From an optimization exercise on the open Yosys and OpenROAD flow, aimed at a short achievable clock period and few clock cycles; shortcuts taken in it are not production practice. In this exercise RTL edits were held to simulation tests only and were not proved equivalent to the original. Power and IR drop assume default switching activity.

--- design/flow/constraint.sdc ---
create_clock -name core_clock -period 8.0 [get_ports {CLK}]
set_input_delay 1.6000 -clock core_clock [delete_from_list [all_inputs] [get_ports {CLK}]]
set_output_delay 1.6000 -clock core_clock [all_outputs]
set_load 0.01 [all_outputs]
--- design/flow/run.sh ---
#!/bin/bash
# synth_recipe.tcl (not shown) runs the flow's synth.tcl, then flattens the netlist and writes it again
# the make line also repeats each setting of config.mk as NAME=value (left out here)
make -C /OpenROAD-flow-scripts/flow DESIGN_CONFIG=/design/flow/config.mk WORK_HOME=/design/flow/orfs CLKGATE_MAP_FILE= SYNTH_SCRIPT=/design/flow/synth_recipe.tcl finish
--- design/flow/design.v ---
`timescale 1ns / 1ps
module CPU_top(
	input CLK,
	input reset,
	output [7:0] OPT_PC,        
	input [15:0] imem_rdata,    
	output [7:0] dmem_addr,     
	output [15:0] dmem_wdata,   
	output dmem_we,             
	input [15:0] dmem_rdata,    
	output halted
    );
	reg [15:0] RF [7:0];
	reg Z;
	reg [7:0] PC;
	wire [15:0] I = imem_rdata;
	wire [3:0] op = I[15:12];
	wire [2:0] rd = I[10:8];
	wire [2:0] rs = I[6:4];
	wire [2:0] rt = I[2:0];
	reg ev;
	reg e_add, e_sub, e_and, e_or, e_xor, e_not, e_sla, e_pass, e_lw, e_sw, e_halt;
	reg e_wr, e_wz;             
	reg [2:0] erd;
	reg [3:0] eimm4;
	reg [15:0] A, B, D;
	reg e_dfwd;                 
	reg e_bz;                   
	reg m_lw, m_sw;
	reg [2:0] m_rd;
	reg [7:0] maddr;
	reg [15:0] mwdata;
	reg halted_r;
	wire [15:0] sla_res = A << eimm4;
	wire [15:0] e_res =
		({16{e_add}}  & (A + B)) |
		({16{e_sub}}  & (A - B)) |
		({16{e_and}}  & (A & B)) |
		({16{e_or}}   & (A | B)) |
		({16{e_xor}}  & (A ^ B)) |
		({16{e_not}}  & (~A)) |
		({16{e_sla}}  & sla_res) |
		({16{e_pass}} & B);
	wire z_add = ~|((A ^ B) ^ {A[14:0] | B[14:0], 1'b0});
	wire z_eq  = (A == B);
	wire z_and = ~|(A & B);
	wire z_or  = ~|(A | B);
	wire z_not = &A;
	wire z_sla = ~|(A & (16'hFFFF >> eimm4));
	wire e_z = (e_add & z_add) | ((e_sub | e_xor) & z_eq) | (e_and & z_and) |
	           (e_or & z_or) | (e_not & z_not) | (e_sla & z_sla) | (e_pass & e_bz);
	wire e_wr_v = ev & e_wr;
	wire e_wz_v = ev & e_wz;
	wire frz = ev & e_halt;
	wire f_halt = (op == 4'b1111) && (I[11:8] == 4'b1111);
	wire uses_rs = (op <= 4'd6) || (op == 4'b1001) || (op == 4'b1010) || (op == 4'b1111 && !f_halt);
	wire uses_rt = (op <= 4'd4);
	wire stall = ev && e_lw && ((uses_rs && rs == erd) || (uses_rt && rt == erd));
	wire Znew = e_wz_v ? e_z : Z;
	wire [15:0] va = (e_wr_v && erd == rs) ? e_res : (m_lw && m_rd == rs) ? dmem_rdata : RF[rs];
	wire [15:0] vb = (e_wr_v && erd == rt) ? e_res : (m_lw && m_rd == rt) ? dmem_rdata : RF[rt];
	wire [15:0] vd = (e_wr_v && erd == rd) ? e_res : (m_lw && m_rd == rd) ? dmem_rdata : RF[rd];
	wire jr = (op == 4'b1111) && !f_halt;
	wire taken = (op == 4'b1110) || (op == 4'b1101) || (op == 4'b1011 && Znew) || (op == 4'b1100 && !Znew);
	wire [7:0] PC1 = PC + 8'd1;
	wire [7:0] npc = jr ? va[7:0] : taken ? I[7:0] : PC1;
	assign OPT_PC = PC;
	assign dmem_addr = maddr;
	assign dmem_wdata = mwdata;
	assign dmem_we = m_sw;
	assign halted = halted_r;
	always @(posedge CLK) begin
		if (m_lw && !(e_wr_v && erd == m_rd))
			RF[m_rd] <= dmem_rdata;
		if (e_wr_v)
			RF[erd] <= e_res;
		if (e_wz_v)
			Z <= e_z;
	end
	always @(posedge CLK) begin
		if (reset) begin
			PC <= 8'd0;
			ev <= 1'b0;
			m_lw <= 1'b0;
			m_sw <= 1'b0;
			halted_r <= 1'b0;
		end else begin
			m_lw <= ev && e_lw && !frz;
			m_sw <= ev && e_sw && !frz;
			m_rd <= erd;
			maddr <= A[7:0] + {4'b0, eimm4};
			mwdata <= e_dfwd ? dmem_rdata : D;
			halted_r <= frz || (!stall && f_halt && !(ev && e_sw));
			if (frz) begin
			end else if (stall) begin
				ev <= 1'b0;
			end else begin
				if (!f_halt)
					PC <= npc;
				ev <= 1'b1;
				e_add  <= (op == 4'b0000);
				e_sub  <= (op == 4'b0001);
				e_and  <= (op == 4'b0010);
				e_or   <= (op == 4'b0011);
				e_xor  <= (op == 4'b0100);
				e_not  <= (op == 4'b0101);
				e_sla  <= (op == 4'b0110);
				e_pass <= (op == 4'b1000) || (op == 4'b1101);
				e_lw   <= (op == 4'b1001);
				e_sw   <= (op == 4'b1010);
				e_halt <= f_halt;
				e_wr   <= (op <= 4'd6) || (op == 4'b1000) || (op == 4'b1101);
				e_wz   <= (op <= 4'd6) || (op == 4'b1000);
				e_bz   <= (I[7:0] == 8'd0);
				erd    <= rd;
				eimm4  <= I[3:0];
				A      <= va;
				B      <= (op == 4'b1000) ? {8'b0, I[7:0]} : (op == 4'b1101) ? {8'b0, PC1} : vb;
				D      <= vd;
				e_dfwd <= ev && e_lw && (erd == rd);
			end
		end
	end
endmodule
--- design/flow/config.mk ---
export PLATFORM = sky130hd
export DESIGN_NAME = CPU_top
export DESIGN_NICKNAME = CPU_top
export VERILOG_FILES = /design/flow/design.v
export SDC_FILE = /design/flow/constraint.sdc
export NUM_CORES = 4
export LEC_CHECK = 0
export CAP_MARGIN = 20
export CORE_MARGIN = 2
export CORE_UTILIZATION = 40
export SETUP_SLACK_MARGIN = 5.0
export SLEW_MARGIN = 20
==> results.sh <==
export IMPL_outcome="complete, no violations"
export IMPL_required_ps=8280
export IMPL_antenna_left=0
export IMPL_hold_viol=0
export IMPL_fmax_ghz=0.294
export IMPL_clockRootBuffer="clkbuf_16"
export IMPL_grtUsageTotal=0.270
export IMPL_powerDensity_nw_per_um2=174
export IMPL_final_cell_mix="edfxtp_1, buf_4, nand2_1"
export IMPL_worstSetupStartpointType="flop"
export IMPL_ff_latch_area_um2=7030
export IMPL_highest_layer="met4"
export IMPL_core_rowCount=76
export IMPL_slew_viol_final=0
export IMPL_grt_start_max_net_pins=39
export IMPL_synthDistinctLibCells=78
export IMPL_chipWidth_um=213
export IMPL_fill_cells=3739
export IMPL_worst_pin_slew_ps=988
export IMPL_cts_tree="built"
export IMPL_route_detailed_drc=0
export IMPL_overflow=0
export IMPL_dp_cells=2167
export IMPL_yosysSeqAreaShare=0.401
export IMPL_drt_wl_total_um=63400
export IMPL_grt_pass1_vias=14300
export IMPL_core_um2=43200
export IMPL_worstSetupPathType="flop to flop"
export IMPL_post_dp_hpwl_um=38100
export IMPL_ys_flop_type="edfxtp_1"
export IMPL_multi_input_area_um2=10800
export IMPL_die_area_um2=45500
export IMPL_grt_pass1_wl_um=91100
export IMPL_cts_max_path_buffers=3
export IMPL_die_h_um=213
export IMPL_p_leak_nw=8.44
export IMPL_stdcell_count=2400
export IMPL_post_route_period_util=0.425
export IMPL_ios=68
export IMPL_route_met3_wl_um=6070
export IMPL_syn_to_final_growth_pct=29.9
export IMPL_fin_worst_skew_ps=29.0
export IMPL_via_per_inst=6.29
export IMPL_setup_tns_ps=0
export IMPL_critPathMaxFanout=6
export IMPL_ys_ff_latch=238
export IMPL_gp_congestion=1.00
export IMPL_wl_per_cell_um=26.4
export IMPL_ys_warn_count=1
export IMPL_avgSynthCellArea_um2=10.8
export IMPL_postSynthCellCount=1620
export IMPL_antenna_found_initial=3
export IMPL_crit_path_end_kind="flop"
export IMPL_initial_core_util=0.406
export IMPL_async_reset_ff_frac=0
export IMPL_synth_edf_count=225
export IMPL_cts_htree_levels=1
export IMPL_ir_drop_v=0.000134
export IMPL_rsz0062_at_grt="true"
export IMPL_synth_fp_nets=1715
export IMPL_drt_iter0_markers=2037
export IMPL_cp_arrival_ps=3680
export IMPL_final_common_cell="edfxtp_1"
export IMPL_cap_viol_max_count=0
export IMPL_clock_latency_ps=570
export IMPL_max_slew_margin_rel=0.341
export IMPL_clkSinkCount=238
export IMPL_finalCriticalPeriod_ps=3400
export IMPL_hold_path_class="flop to flop"
export IMPL_syn_cell_area_um2=17500
export IMPL_num_nets_final=1892
export IMPL_wl_met1_um=24200
export IMPL_cts_buffers=26
export IMPL_final_setup_viol_count=0
export IMPL_cts_hold_buf=0
export IMPL_drive_gt1_frac=0.355
export IMPL_final_util=0.527
export IMPL_vias=15100
export IMPL_wl_met2_um=29500
export IMPL_firstDrtPassIters=6
export IMPL_port_buffers=67
export IMPL_clk_pin_slew_ps=60
## report_power, final
part	internal (W)	switching [W]
sequential	0.00144	0.0000623
combinational	0.000592	0.000690
clock	0.000654	0.000514
## cell usage after synthesis (12+ instances only)
master    count  area share
edfxtp_1    225        0.39
nor2_1      134       0.029
nand2_1     129       0.028
a21oi_1     120       0.034
mux4_2      106        0.14
o21ai_0      98       0.028
mux2i_1      92       0.053
clkbuf_1     90       0.019
inv_1        59       0.013
mux2_2       59       0.038
ha_1         58       0.041
xnor2_1      34       0.017
buf_2        30      0.0086
nor3_1       25      0.0071
o22ai_1      23      0.0082
nand2b_1     22      0.0079
nand3_1      19      0.0054
nand4_1      19      0.0068
xor2_1       19      0.0095
buf_1        18      0.0039
a22oi_1      14      0.0060
a211oi_1     13      0.0056
dfxtp_1      13       0.015
a21o_1       12      0.0051
## critical path: stages, from the launching register on
cell and delay [ps]:
edfxtp_1 540, inv_4 170, fa_2 240, o21bai_1 80, a21oi_2 240, o31ai_4 100
a221oi_4 330, a21oi_2 110, a221o_1 300, mux2_4 320, a221oi_4 270, buf_6 180
buf_12 140, mux2i_1 80
## worst paths after layout
check	slack (ps)	from	depth (start not counted)	end
setup reg to reg	4600	A[1]$_DFFE_PP_	13	A[14]$_DFFE_PP_
hold reg to reg	540	D[15]$_DFFE_PP_	1	mwdata[15]$_DFFE_PN_
setup / recovery	4600	A[1]$_DFFE_PP_	13	A[14]$_DFFE_PP_
hold / removal	540	D[15]$_DFFE_PP_	1	mwdata[15]$_DFFE_PN_
## state kept, by name, indices dropped and copies added, names as in the netlist, 3 cells and up
name,cells
B,16
m_rd,3
RF,128
eimm4,4
mwdata,16
PC,8
A,16
erd,3
D,16
maddr,8
## cells by family (layout without fill, tap and decap cells)
logic type | Yosys count | in the layout | share of synthesized area
simple gates | 398 | 401 | 0.103
compound gates | 395 | 395 | 0.144
mux | 261 | 261 | 0.230
flops | 238 | 238 | 0.401
buf+inv | 214 | 405 | 0.0506
fa+ha+maj | 61 | 61 | 0.0449
xor+xnor | 53 | 53 | 0.0265
other cells | 0 | 1 | 0
## timing repair
action                                  4_1_cts  5_1_grt
buffers inserted                             83       81
gates cloned                                 17        5
resized for setup                           242      135
endpoints found under the setup margin      274      199
pin swaps                                    41       45
## area by class of cell
class / instances / area share
clock buffer: 32 / 0.0310
inverter: 65 / 0.0112
tap: 585 / 0.0322
sequential: 238 / 0.309
multi-input combinational: 1171 / 0.474
timing repair buffer: 295 / 0.138
clock inverter: 13 / 0.00418
antenna: 1 / 0.000110
## routing by layer
metal / GRT usage / vias up
li1: - / 6523
met1: 0.351 / 7422
met2: 0.439 / 915
met3: 0.0493 / 225
met4: 0.124 / 0
met5: 0 / -
## metrics by stage
stage	area, µm²	hold slack (ps)	power (W)	setup WS [ps]
finish	22800	540	0.00395	4600
global route	22800	567	0.00408	4510
CTS	21500	545	0.00378	4620
detailed placement	18800	537	0.00241	2920
global placement	18800	535	0.00240	3010
floorplan	17800	424	0.00214	3900
Testbench counts, summed over its fixed seeds: cycles 46,893.

-- port drivers added, routing unchanged --
The results above use ideal ports. As a check the final layout listed here was re-extracted and re-timed, cells and wires unchanged.
Step 1: set_driving_cell puts a clkbuf_16 on CLK and a buf_2 on each other input, an assumption about the parent block.
Step 2 times the ports against the registers' clock, not the clock port: input delays grow and output delays shrink by t, the midpoint of the rising clock arrivals with the driver on.
a / b / c = ideal / step 1 / step 2; a / b = the first two.
t, ns: 0.608
slack for setup (ns): 4.601 / 4.601 / 4.202
slew at the worst register clock pin (ns): 0.07 / 0.07
After both steps this run still meets setup and hold. For this run, drivers alone change the setup slack by 0.000 ns; drivers and shift together by -0.399 ns.
